Context: an optimization exercise on an open-source flow, tuned for a short achievable clock period and few clock cycles. The choices shown serve that exercise and are no tape-out recipe.
In this exercise RTL edits were held to simulation tests only and were not proved equivalent to the original.
Power figures rest on the tool's default switching activity, not on a simulated workload.

Setup of lane 4:
==> module registers, before the edit <==
module registers (
	input wire clk,
	input wire wr,
	input wire [3:0] waddr,
	input wire [31:0] wdata,
	input wire [3:0] ra1, ra2, ra3,
	output wire [31:0] rd1, rd2, rd3_old,
	input wire [3:0] dbgAddr,
	output reg [31:0] dbgData
	);
	wire [511:0] flat, flatn;
	genvar i;
	generate for (i = 0; i < 16; i = i + 1) begin : r
		reg [31:0] q, qn;
		always @(posedge clk)
			if (wr && waddr == i) begin
				q <= wdata;
				qn <= ~wdata;
			end
		assign flat[32*i +: 32] = q;
		assign flatn[32*i +: 32] = qn;
	end endgenerate
	assign rd1 = (wr && waddr == ra1) ? wdata : flat[32*ra1 +: 32];
	assign rd2 = (wr && waddr == ra2) ? wdata : flat[32*ra2 +: 32];
	assign rd3_old = flat[32*ra3 +: 32];
	integer k;
	always @(*) begin
		dbgData = 32'b0;
		for (k = 0; k < 16; k = k + 1)
			dbgData = dbgData | ({32{dbgAddr == k}} & ~flatn[32*k +: 32]);
	end
endmodule
==> module memory, before the edit <==
module memory (
	input wire clk,
	input wire [4:0] addr,
	input wire [19:0] raddr,      
	input wire [31:0] wdata,
	input wire wr,
	output wire [31:0] rdata,
	input wire [4:0] dbgAddr,
	output reg [7:0] dbgData
	);
	wire [255:0] flat, flatn;
	genvar i;
	generate for (i = 0; i < 32; i = i + 1) begin : b
		reg [7:0] q, qn;
		wire [4:0] d = i - addr;
		always @(posedge clk)
			if (wr && d[4:2] == 3'b0) begin
				q <= wdata[8*d[1:0] +: 8];
				qn <= ~wdata[8*d[1:0] +: 8];
			end
		assign flat[8*i +: 8] = q;
		assign flatn[8*i +: 8] = qn;
	end endgenerate
	assign rdata = {flat[8*raddr[19:15] +: 8], flat[8*raddr[14:10] +: 8], flat[8*raddr[9:5] +: 8], flat[8*raddr[4:0] +: 8]};
	integer k;
	always @(*) begin
		dbgData = 8'b0;
		for (k = 0; k < 32; k = k + 1)
			dbgData = dbgData | ({8{dbgAddr == k}} & ~flatn[8*k +: 8]);
	end
endmodule
Settings: LEC_CHECK=0, CAP_MARGIN=20, CORE_MARGIN=2, CORE_UTILIZATION=40, PLACE_DENSITY=0.6, SETUP_SLACK_MARGIN=5, SLEW_MARGIN=20; clock period 10.0 ns.
standard.sh (not shown) runs the stock make flow with config.mk's settings and CLKGATE_MAP_FILE= SYNTH_SCRIPT=/design/flow/synth_recipe.tcl, a recipe that flattens the netlist after the stock synthesis.
==> flow/flow/run.sh <==
#!/bin/bash
# Layout flow: the standard layout (standard.sh, all steps unchanged), with
# the slow 3- and 4-input OR/NOR cells added to the platform's don't-use list,
# so that synthesis maps the wide ORs of the debug read ports and the rest of
# the logic into faster NAND/NOR/AOI trees. Runs in the work folder; the full
# output of the make run (synthesis and every layout step) goes to
# flow_make.log there, and ORFS's own per-step logs to orfs/logs.
set -euo pipefail
cd "$(dirname "$0")/.."
PLATFORM_DONT_USE="sky130_fd_sc_hd__probe_p_8 sky130_fd_sc_hd__probec_p_8 sky130_fd_sc_hd__lpflow_bleeder_1 sky130_fd_sc_hd__lpflow_clkbufkapwr_1 sky130_fd_sc_hd__lpflow_clkbufkapwr_16 sky130_fd_sc_hd__lpflow_clkbufkapwr_2 sky130_fd_sc_hd__lpflow_clkbufkapwr_4 sky130_fd_sc_hd__lpflow_clkbufkapwr_8 sky130_fd_sc_hd__lpflow_clkinvkapwr_1 sky130_fd_sc_hd__lpflow_clkinvkapwr_16 sky130_fd_sc_hd__lpflow_clkinvkapwr_2 sky130_fd_sc_hd__lpflow_clkinvkapwr_4 sky130_fd_sc_hd__lpflow_clkinvkapwr_8 sky130_fd_sc_hd__lpflow_decapkapwr_12 sky130_fd_sc_hd__lpflow_decapkapwr_3 sky130_fd_sc_hd__lpflow_decapkapwr_4 sky130_fd_sc_hd__lpflow_decapkapwr_6 sky130_fd_sc_hd__lpflow_decapkapwr_8 sky130_fd_sc_hd__lpflow_inputiso0n_1 sky130_fd_sc_hd__lpflow_inputiso0p_1 sky130_fd_sc_hd__lpflow_inputiso1n_1 sky130_fd_sc_hd__lpflow_inputiso1p_1 sky130_fd_sc_hd__lpflow_inputisolatch_1 sky130_fd_sc_hd__lpflow_isobufsrc_1 sky130_fd_sc_hd__lpflow_isobufsrc_16 sky130_fd_sc_hd__lpflow_isobufsrc_2 sky130_fd_sc_hd__lpflow_isobufsrc_4 sky130_fd_sc_hd__lpflow_isobufsrc_8 sky130_fd_sc_hd__lpflow_isobufsrckapwr_16 sky130_fd_sc_hd__lpflow_lsbuf_lh_hl_isowell_tap_1 sky130_fd_sc_hd__lpflow_lsbuf_lh_hl_isowell_tap_2 sky130_fd_sc_hd__lpflow_lsbuf_lh_hl_isowell_tap_4 sky130_fd_sc_hd__lpflow_lsbuf_lh_isowell_4 sky130_fd_sc_hd__lpflow_lsbuf_lh_isowell_tap_1 sky130_fd_sc_hd__lpflow_lsbuf_lh_isowell_tap_2 sky130_fd_sc_hd__lpflow_lsbuf_lh_isowell_tap_4 "
SLOW=""
for c in or4 or4b or4bb nor4 nor4b nor4bb or3 or3b; do
  for s in 1 2 4; do SLOW="$SLOW sky130_fd_sc_hd__${c}_$s"; done
done
{ echo "== config.mk"; cat config.mk; echo "== standard.sh"; cat standard.sh; } > flow_setup.log 2>&1
bash standard.sh "DONT_USE_CELLS=$PLATFORM_DONT_USE $SLOW" finish > flow_make.log 2>&1
test -s out/final.def
Testbench counts of lane 4, summed over its fixed seeds: cycles 74,777.
Here is what was changed in the inputs of lane 2 compared with lane 4.
-- flow/design.v --
<<< lane 4, line 114
	output reg [31:0] dbgData
	);
	wire [511:0] flat, flatn;
	genvar i;
	generate for (i = 0; i < 16; i = i + 1) begin : r
		reg [31:0] q, qn;
		always @(posedge clk)
			if (wr && waddr == i) begin
				q <= wdata;
				qn <= ~wdata;
			end
		assign flat[32*i +: 32] = q;
		assign flatn[32*i +: 32] = qn;
	end endgenerate
	assign rd1 = (wr && waddr == ra1) ? wdata : flat[32*ra1 +: 32];
>>> lane 2, line 114
	output reg [31:0] dbgData
	);
	wire [511:0] flat;
	genvar i;
	generate for (i = 0; i < 16; i = i + 1) begin : r
		reg [31:0] q;
		always @(posedge clk)
			if (wr && waddr == i) q <= wdata;
		assign flat[32*i +: 32] = q;
	end endgenerate
	assign rd1 = (wr && waddr == ra1) ? wdata : flat[32*ra1 +: 32];
<<< lane 4, line 133
		dbgData = 32'b0;
		for (k = 0; k < 16; k = k + 1)
			dbgData = dbgData | ({32{dbgAddr == k}} & ~flatn[32*k +: 32]);
	end
endmodule
>>> lane 2, line 129
		dbgData = 32'b0;
		for (k = 0; k < 16; k = k + 1)
			dbgData = dbgData | ({32{dbgAddr == k}} & flat[32*k +: 32]);
	end
endmodule
<<< lane 4, line 146
	output reg [7:0] dbgData
	);
	wire [255:0] flat, flatn;
	genvar i;
	generate for (i = 0; i < 32; i = i + 1) begin : b
		reg [7:0] q, qn;
		wire [4:0] d = i - addr;
		always @(posedge clk)
			if (wr && d[4:2] == 3'b0) begin
				q <= wdata[8*d[1:0] +: 8];
				qn <= ~wdata[8*d[1:0] +: 8];
			end
		assign flat[8*i +: 8] = q;
		assign flatn[8*i +: 8] = qn;
	end endgenerate
	assign rdata = {flat[8*raddr[19:15] +: 8], flat[8*raddr[14:10] +: 8], flat[8*raddr[9:5] +: 8], flat[8*raddr[4:0] +: 8]};
>>> lane 2, line 142
	output reg [7:0] dbgData
	);
	wire [255:0] flat;
	genvar i;
	generate for (i = 0; i < 32; i = i + 1) begin : b
		reg [7:0] q;
		wire [4:0] d = i - addr;
		always @(posedge clk)
			if (wr && d[4:2] == 3'b0) q <= wdata[8*d[1:0] +: 8];
		assign flat[8*i +: 8] = q;
	end endgenerate
	assign rdata = {flat[8*raddr[19:15] +: 8], flat[8*raddr[14:10] +: 8], flat[8*raddr[9:5] +: 8], flat[8*raddr[4:0] +: 8]};
<<< lane 4, line 164
		dbgData = 8'b0;
		for (k = 0; k < 32; k = k + 1)
			dbgData = dbgData | ({8{dbgAddr == k}} & ~flatn[8*k +: 8]);
	end
endmodule
>>> lane 2, line 156
		dbgData = 8'b0;
		for (k = 0; k < 32; k = k + 1)
			dbgData = dbgData | ({8{dbgAddr == k}} & flat[8*k +: 8]);
	end
endmodule
--- outcome ---
Lane 2 ends up with a count of different cell masters after synthesis that is 9.3% lower than in lane 4. dbg_reg_data[5] as the capturing element of the worst setup path was reported by lane 2, and dbg_reg_data[6] by lane 4. Leakage power total: lane 2 vs lane 4 down 24%. Lower setup clock skew after layout was reported by lane 4, not lane 2. Between lane 4 and lane 2, buffers inserted during post-CTS setup optimization increased. Required time of the worst setup path of lane 4 is on par with lane 2. In lane 2, clock share of power is lower than in lane 4. Comparing worst hold-check slack for lane 2 and lane 4, the smaller number came from lane 2. Count of endpoints failing hold in the final timing report essentially unchanged between lane 2 and lane 4. Looking at total power, lane 2 sits 0.0074 W below lane 4. Looking at average size of a mapped cell, lane 2 sits below lane 4.
Testbench counts of lane 2, summed over its fixed seeds: cycles 74,777.

========
## build 43
The RTL this note starts from:
==> flow/design.v <==
module condition (
	input wire [3:0] cond,
	input wire [3:0] flags,
	output reg ok
	);
	wire n = flags[3], z = flags[2], c = flags[1], v = flags[0];
	always @(*) begin
		case (cond)
			4'd0:  ok = z;
			4'd1:  ok = ~z;
			4'd2:  ok = c;
			4'd3:  ok = ~c;
			4'd4:  ok = n;
			4'd5:  ok = ~n;
			4'd6:  ok = v;
			4'd7:  ok = ~v;
			4'd8:  ok = v & ~z;
			4'd9:  ok = ~v & z;
			4'd10: ok = (n == v);
			4'd11: ok = (n != v);
			4'd12: ok = ~z & (n == v);
			4'd13: ok = z & (n != v);
			default: ok = 1'b1;
		endcase
	end
endmodule
module ALU (
	input wire [3:0] op,
	input wire [31:0] a, b, op2,
	output reg [31:0] result,
	output wire [3:0] flags
	);
	wire [32:0] sum = {1'b0, a} + {1'b0, op2};
	wire [32:0] dif = {1'b0, a} - {1'b0, op2};
	wire [31:0] x = a ^ op2;
	wire add_zero = (x == {a[30:0] | op2[30:0], 1'b0});
	wire eq = (x == 32'b0);
	reg c, v, z;
	always @(*) begin
		c = 1'b0; v = 1'b0;
		case (op)
			4'b0001: begin result = x;                  z = eq; end                     
			4'b0010: begin result = dif[31:0];          z = eq;                         
			         c = dif[32]; v = a[31] ^ op2[31]; end
			4'b0100: begin result = sum[31:0];          z = add_zero;                   
			         c = sum[32]; v = (a[31] == op2[31]) & (sum[31] != a[31]); end
			4'b1000: begin result = a & op2;            z = ((a & op2) == 32'b0); end   
			4'b1001: begin result = x;                  z = eq; end                     
			4'b1010: begin result = dif[31:0];          z = eq; end                     
			4'b1100: begin result = a | op2;            z = ((a | op2) == 32'b0); end   
			4'b1101: begin result = b;                  z = (b == 32'b0); end           
			4'b1110: begin result = b & ~a;             z = ((b & ~a) == 32'b0); end    
			4'b1111: begin result = ~b;                 z = (b == 32'hFFFFFFFF); end    
			default: begin result = 32'b0;              z = 1'b1; end                   
		endcase
	end
	assign flags = {result[31], z, c, v};
endmodule
module shifter (
	input wire [4:0] amount,
	input wire [1:0] stype,
	input wire [31:0] data,
	output wire [31:0] out_shift
	);
	wire [63:0] ror_in = {data, data};
	wire [63:0] ror_out = ror_in >> amount;
	assign out_shift = (stype == 2'b00) ? (data << amount) :
	                   (stype == 2'b11) ? ror_out[31:0] :
	                                      (data >> amount);
endmodule
module rotate (
	input wire [3:0] rotate_amount,
	input wire [7:0] value,
	output wire [31:0] out_rotate
	);
	wire [63:0] twice = {24'b0, value, 24'b0, value};
	wire [63:0] shifted = twice >> {rotate_amount, 1'b0};
	assign out_rotate = shifted[31:0];
endmodule
module ksadd (
	input wire [31:0] a, b,
	input wire cin,
	output wire [31:0] s,
	output wire cout
	);
	wire [31:0] p0 = a ^ b;
	wire [31:0] g0 = a & b;
	wire [31:0] g1, p1, g2, p2, g3, p3, g4, p4, g5, p5;
	wire [31:0] gi = {g0[31:1], g0[0] | (p0[0] & cin)};
	genvar i;
	generate for (i = 0; i < 32; i = i + 1) begin : t
		if (i >= 1)  begin assign g1[i] = gi[i] | (p0[i] & gi[i-1]);  assign p1[i] = p0[i] & p0[i-1]; end
		else         begin assign g1[i] = gi[i];                      assign p1[i] = p0[i]; end
		if (i >= 2)  begin assign g2[i] = g1[i] | (p1[i] & g1[i-2]);  assign p2[i] = p1[i] & p1[i-2]; end
		else         begin assign g2[i] = g1[i];                      assign p2[i] = p1[i]; end
		if (i >= 4)  begin assign g3[i] = g2[i] | (p2[i] & g2[i-4]);  assign p3[i] = p2[i] & p2[i-4]; end
		else         begin assign g3[i] = g2[i];                      assign p3[i] = p2[i]; end
		if (i >= 8)  begin assign g4[i] = g3[i] | (p3[i] & g3[i-8]);  assign p4[i] = p3[i] & p3[i-8]; end
		else         begin assign g4[i] = g3[i];                      assign p4[i] = p3[i]; end
		if (i >= 16) begin assign g5[i] = g4[i] | (p4[i] & g4[i-16]); assign p5[i] = p4[i] & p4[i-16]; end
		else         begin assign g5[i] = g4[i];                      assign p5[i] = p4[i]; end
	end endgenerate
	assign s = p0 ^ {g5[30:0], cin};
	assign cout = g5[31];
endmodule
module registers (
	input wire clk,
	input wire wr,
	input wire [3:0] waddr,
	input wire [31:0] wdata,
	input wire [3:0] ra1, ra2,
	output wire [31:0] rd1, rd2, rd2_old,
	input wire [3:0] dbgAddr,
	output reg [31:0] dbgData
	);
	wire [511:0] flat;
	genvar i;
	generate for (i = 0; i < 16; i = i + 1) begin : r
		reg [31:0] q;
		always @(posedge clk)
			if (wr && waddr == i) q <= wdata;
		assign flat[32*i +: 32] = q;
	end endgenerate
	assign rd1 = (wr && waddr == ra1) ? wdata : flat[32*ra1 +: 32];
	assign rd2_old = flat[32*ra2 +: 32];
	assign rd2 = (wr && waddr == ra2) ? wdata : rd2_old;
	integer k;
	always @(*) begin
		dbgData = 32'b0;
		for (k = 0; k < 16; k = k + 1)
			dbgData = dbgData | ({32{dbgAddr == k}} & flat[32*k +: 32]);
	end
endmodule
module memory (
	input wire clk,
	input wire [4:0] addr,
	input wire [19:0] raddr,      
	input wire [31:0] wdata,
	input wire wr,
	output wire [31:0] rdata,
	input wire [4:0] dbgAddr,
	output reg [7:0] dbgData
	);
	wire [255:0] flat;
	genvar i;
	generate for (i = 0; i < 32; i = i + 1) begin : b
		reg [7:0] q;
		wire [4:0] d = i - addr;
		always @(posedge clk)
			if (wr && d[4:2] == 3'b0) q <= wdata[8*d[1:0] +: 8];
		assign flat[8*i +: 8] = q;
	end endgenerate
	assign rdata = {flat[8*raddr[19:15] +: 8], flat[8*raddr[14:10] +: 8], flat[8*raddr[9:5] +: 8], flat[8*raddr[4:0] +: 8]};
	integer k;
	always @(*) begin
		dbgData = 8'b0;
		for (k = 0; k < 32; k = k + 1)
			dbgData = dbgData | ({8{dbgAddr == k}} & flat[8*k +: 8]);
	end
endmodule
module cpu(
	input wire clk,
	input wire nreset,
	output wire [31:0] imem_addr,
	input wire [31:0] imem_data,
	input wire [3:0] dbg_reg_addr,
	output wire [31:0] dbg_reg_data,
	input wire [4:0] dbg_mem_addr,
	output wire [7:0] dbg_mem_data,
	output wire halted
	);
	wire reset = ~nreset;
	wire [31:0] inst = imem_data;
	reg [31:0] pc;
	reg [3:0] flags;           
	wire [31:0] pc_f = reset ? 32'b0 : pc;
	assign imem_addr = pc_f;
	reg [31:0] a2, b2;         
	reg [31:0] op2r;           
	reg [3:0]  op2c;           
	reg        setf2;          
	reg        wdp2;           
	reg        ldr2, str2, byt2;
	reg [3:0]  cond2;
	reg [4:0]  off2, off2_1, off2_2, off2_3;    
	reg        link2;
	reg [31:0] lpc2;
	reg [3:0]  rd2;
	wire [31:0] alu_res;
	wire [3:0]  alu_flags;
	ALU calculation(op2c, a2, b2, op2r, alu_res, alu_flags);
	wire ls_ok;
	condition ls_cond(cond2, flags, ls_ok);
	wire [4:0]  maddr = a2[4:0] + off2;
	wire [19:0] mraddr = {a2[4:0] + off2_3, a2[4:0] + off2_2, a2[4:0] + off2_1, maddr};
	wire [31:0] mword;
	wire        mwr = str2 & ls_ok & nreset;
	memory MEM(clk, maddr, mraddr, byt2 ? {4{b2[7:0]}} : b2, mwr, mword, dbg_mem_addr, dbg_mem_data);
	wire        rwr = (wdp2 | (ldr2 & ls_ok) | link2) & nreset;
	wire [3:0]  rwaddr = link2 ? 4'd14 : rd2;
	wire [31:0] rwdata = link2 ? lpc2 : ldr2 ? (byt2 ? {24'b0, mword[7:0]} : mword) : alu_res;
	wire [3:0] flags_next = setf2 ? alu_flags : flags;
	always @(posedge clk)
		if (reset) flags <= 4'b0;
		else flags <= flags_next;
	wire [1:0] cls = inst[27:26];
	wire dp  = (cls == 2'b00);
	wire ls  = (cls == 2'b01);
	wire br  = inst[27];
	wire [3:0] op = inst[24:21];
	wire [3:0] rn = inst[19:16], rd = inst[15:12], rm = inst[3:0];
	wire        st1 = ls & ~inst[20];
	wire [3:0]  r2 = st1 ? rd : rm;
	wire [31:0] vn, v2, v2_old;
	registers RAM(clk, rwr, rwaddr, rwdata, rn, r2, vn, v2, v2_old, dbg_reg_addr, dbg_reg_data);
	wire shop  = dp & ~inst[25] & ~(op == 4'b1101 | op == 4'b1110 | op == 4'b1111);
	wire stall = shop & rwr & (rwaddr == rm);
	wire [31:0] rot;
	rotate rotating(inst[11:8], inst[7:0], rot);
	wire [31:0] sh_out;
	shifter shifting(inst[11:7], inst[6:5], v2_old, sh_out);
	wire br_ok;
	condition br_cond(inst[31:28], reset ? 4'b0 : flags_next, br_ok);
	wire taken = br & br_ok;
	wire writes_rd = (op == 4'b0001) | (op == 4'b0010) | (op == 4'b0100) | (op == 4'b1000) |
	                 (op == 4'b1100) | (op == 4'b1101) | (op == 4'b1110) | (op == 4'b1111);
	always @(posedge clk) begin
		a2    <= vn;
		b2    <= v2;
		op2r  <= inst[25] ? rot : sh_out;
		op2c  <= op;
		byt2  <= inst[22];
		cond2 <= inst[31:28];
		off2  <= inst[24] ? inst[4:0] : 5'd0;
		off2_1 <= (inst[24] ? inst[4:0] : 5'd0) + 5'd1;
		off2_2 <= (inst[24] ? inst[4:0] : 5'd0) + 5'd2;
		off2_3 <= (inst[24] ? inst[4:0] : 5'd0) + 5'd3;
		lpc2  <= pc_f;
		rd2   <= rd;
		if (stall) begin
			setf2 <= 1'b0; wdp2 <= 1'b0; ldr2 <= 1'b0; str2 <= 1'b0; link2 <= 1'b0;
		end else begin
			setf2 <= dp & inst[20];
			wdp2  <= dp & writes_rd;
			ldr2  <= ls & inst[20];
			str2  <= ls & ~inst[20];
			link2 <= taken & inst[24];
		end
	end
	wire [31:0] target;
	wire        target_c;
	ksadd target_add(pc + 32'd2, {{8{inst[23]}}, inst[23:0]}, 1'b0, target, target_c);
	wire [31:0] target0 = {{8{inst[23]}}, inst[23:0]} + 32'd2;    
	always @(posedge clk)
		if (reset) pc <= taken ? target0 : 32'd1;
		else if (stall) pc <= pc;
		else if (taken) pc <= target;
		else pc <= pc + 32'd1;
	wire busy2 = rwr | mwr | setf2;
	assign halted = (inst == 32'hEAFFFFFE) & ~busy2;
endmodule
==> flow/config.mk <==
export PLATFORM = sky130hd
export DESIGN_NAME = cpu
export DESIGN_NICKNAME = cpu
export VERILOG_FILES = /design/flow/design.v
export SDC_FILE = /design/flow/constraint.sdc
export NUM_CORES = 4
export LEC_CHECK = 0
export CAP_MARGIN = 20
export CORE_MARGIN = 2
export CORE_UTILIZATION = 40
export PLACE_DENSITY = 0.6
export SETUP_SLACK_MARGIN = 5
export SLEW_MARGIN = 20
==> flow/constraint.sdc <==
create_clock -name core_clock -period 10.0 [get_ports {clk}]
set_input_delay 2.0000 -clock core_clock [delete_from_list [all_inputs] [get_ports {clk}]]
set_output_delay 2.0000 -clock core_clock [all_outputs]
set_load 0.01 [all_outputs]
run.sh (not shown) runs the stock make flow with config.mk's settings and CLKGATE_MAP_FILE= SYNTH_SCRIPT=/design/flow/synth_recipe.tcl, a recipe that flattens the netlist after the stock synthesis.
Stock flow here: none of the scripts above is used.
Testbench counts of build 43, summed over its fixed seeds: cycles 74,777.
Setup changes, build 43 to build 68
--- a/flow/design.v
+++ b/flow/design.v
@@ -111,26 +111,30 @@
 	input wire [3:0] ra1, ra2,
 	output wire [31:0] rd1, rd2, rd2_old,
 	input wire [3:0] dbgAddr,
 	output reg [31:0] dbgData
 	);
-	wire [511:0] flat;
+	wire [511:0] flat, flatn;
 	genvar i;
 	generate for (i = 0; i < 16; i = i + 1) begin : r
-		reg [31:0] q;
+		reg [31:0] q, qn;
 		always @(posedge clk)
-			if (wr && waddr == i) q <= wdata;
+			if (wr && waddr == i) begin
+				q <= wdata;
+				qn <= ~wdata;
+			end
 		assign flat[32*i +: 32] = q;
+		assign flatn[32*i +: 32] = qn;
 	end endgenerate
 	assign rd1 = (wr && waddr == ra1) ? wdata : flat[32*ra1 +: 32];
 	assign rd2_old = flat[32*ra2 +: 32];
 	assign rd2 = (wr && waddr == ra2) ? wdata : rd2_old;
 	integer k;
 	always @(*) begin
 		dbgData = 32'b0;
 		for (k = 0; k < 16; k = k + 1)
-			dbgData = dbgData | ({32{dbgAddr == k}} & flat[32*k +: 32]);
+			dbgData = dbgData | ({32{dbgAddr == k}} & ~flatn[32*k +: 32]);
 	end
 endmodule
 module memory (
 	input wire clk,
 	input wire [4:0] addr,
@@ -139,25 +143,29 @@
 	input wire wr,
 	output wire [31:0] rdata,
 	input wire [4:0] dbgAddr,
 	output reg [7:0] dbgData
 	);
-	wire [255:0] flat;
+	wire [255:0] flat, flatn;
 	genvar i;
 	generate for (i = 0; i < 32; i = i + 1) begin : b
-		reg [7:0] q;
+		reg [7:0] q, qn;
 		wire [4:0] d = i - addr;
 		always @(posedge clk)
-			if (wr && d[4:2] == 3'b0) q <= wdata[8*d[1:0] +: 8];
+			if (wr && d[4:2] == 3'b0) begin
+				q <= wdata[8*d[1:0] +: 8];
+				qn <= ~wdata[8*d[1:0] +: 8];
+			end
 		assign flat[8*i +: 8] = q;
+		assign flatn[8*i +: 8] = qn;
 	end endgenerate
 	assign rdata = {flat[8*raddr[19:15] +: 8], flat[8*raddr[14:10] +: 8], flat[8*raddr[9:5] +: 8], flat[8*raddr[4:0] +: 8]};
 	integer k;
 	always @(*) begin
 		dbgData = 8'b0;
 		for (k = 0; k < 32; k = k + 1)
-			dbgData = dbgData | ({8{dbgAddr == k}} & flat[8*k +: 8]);
+			dbgData = dbgData | ({8{dbgAddr == k}} & ~flatn[8*k +: 8]);
 	end
 endmodule
 module cpu(
 	input wire clk,
 	input wire nreset,
==> comparison <==
- The slowest stage cell on the critical path comes out nor3b_4 in one run and or4_4 in the other, namely in build 68 and build 43 respectively.
- Build 68 against build 43; number of buffers outside the clock class in the layout is up by a little under 10%.
- Cell area after technology mapping of build 68 exceeds that of build 43 by more than a quarter.
- NOTE count of different cell masters after synthesis build 43->build 68 decreased by more than 10%
- Compared to build 43, build 68 has mean routed wirelength per cell about 12% lower.
- Fraction of area in registers was lower in build 43 than in build 68.
- Higher wire length goes to build 68 over build 43.
Testbench counts of build 68, summed over its fixed seeds: cycles 74,777.

==> static timing again, ports no longer ideal <==
No port has a modelled driver above. Below, the same layouts with a new extraction and two added sets of constraints.
Step 1 assumes that a clkbuf_16 drives the clock port and a buf_2 every other input.
Step 2, shift: input delay + t, output delay - t, t = (earliest + latest rising clock arrival at the registers) / 2. This alone moves slack from input paths to output paths.
Three values: ideal, step 1, step 2; two values: the first two.
| run | shift t [ns] | setup WS [ns] | worst register clock-pin slew, ns |
|---|---|---|---|
| lane 4 | 0.943 | 4.351 / 4.285 / 3.801 | 0.07 / 0.07 |
| lane 2 | 0.871 | 4.115 / 4.057 / 3.971 | 0.07 / 0.07 |
| build 43 | 0.885 | 4.142 / 4.088 / 3.935 | 0.08 / 0.08 |
| build 68 | 0.950 | 4.134 / 4.058 / 3.726 | 0.07 / 0.07 |
After both steps setup and hold are still met in every run listed. For lane 4, which loses most, drivers alone change the setup slack by -0.066 ns; drivers and shift together by -0.550 ns.
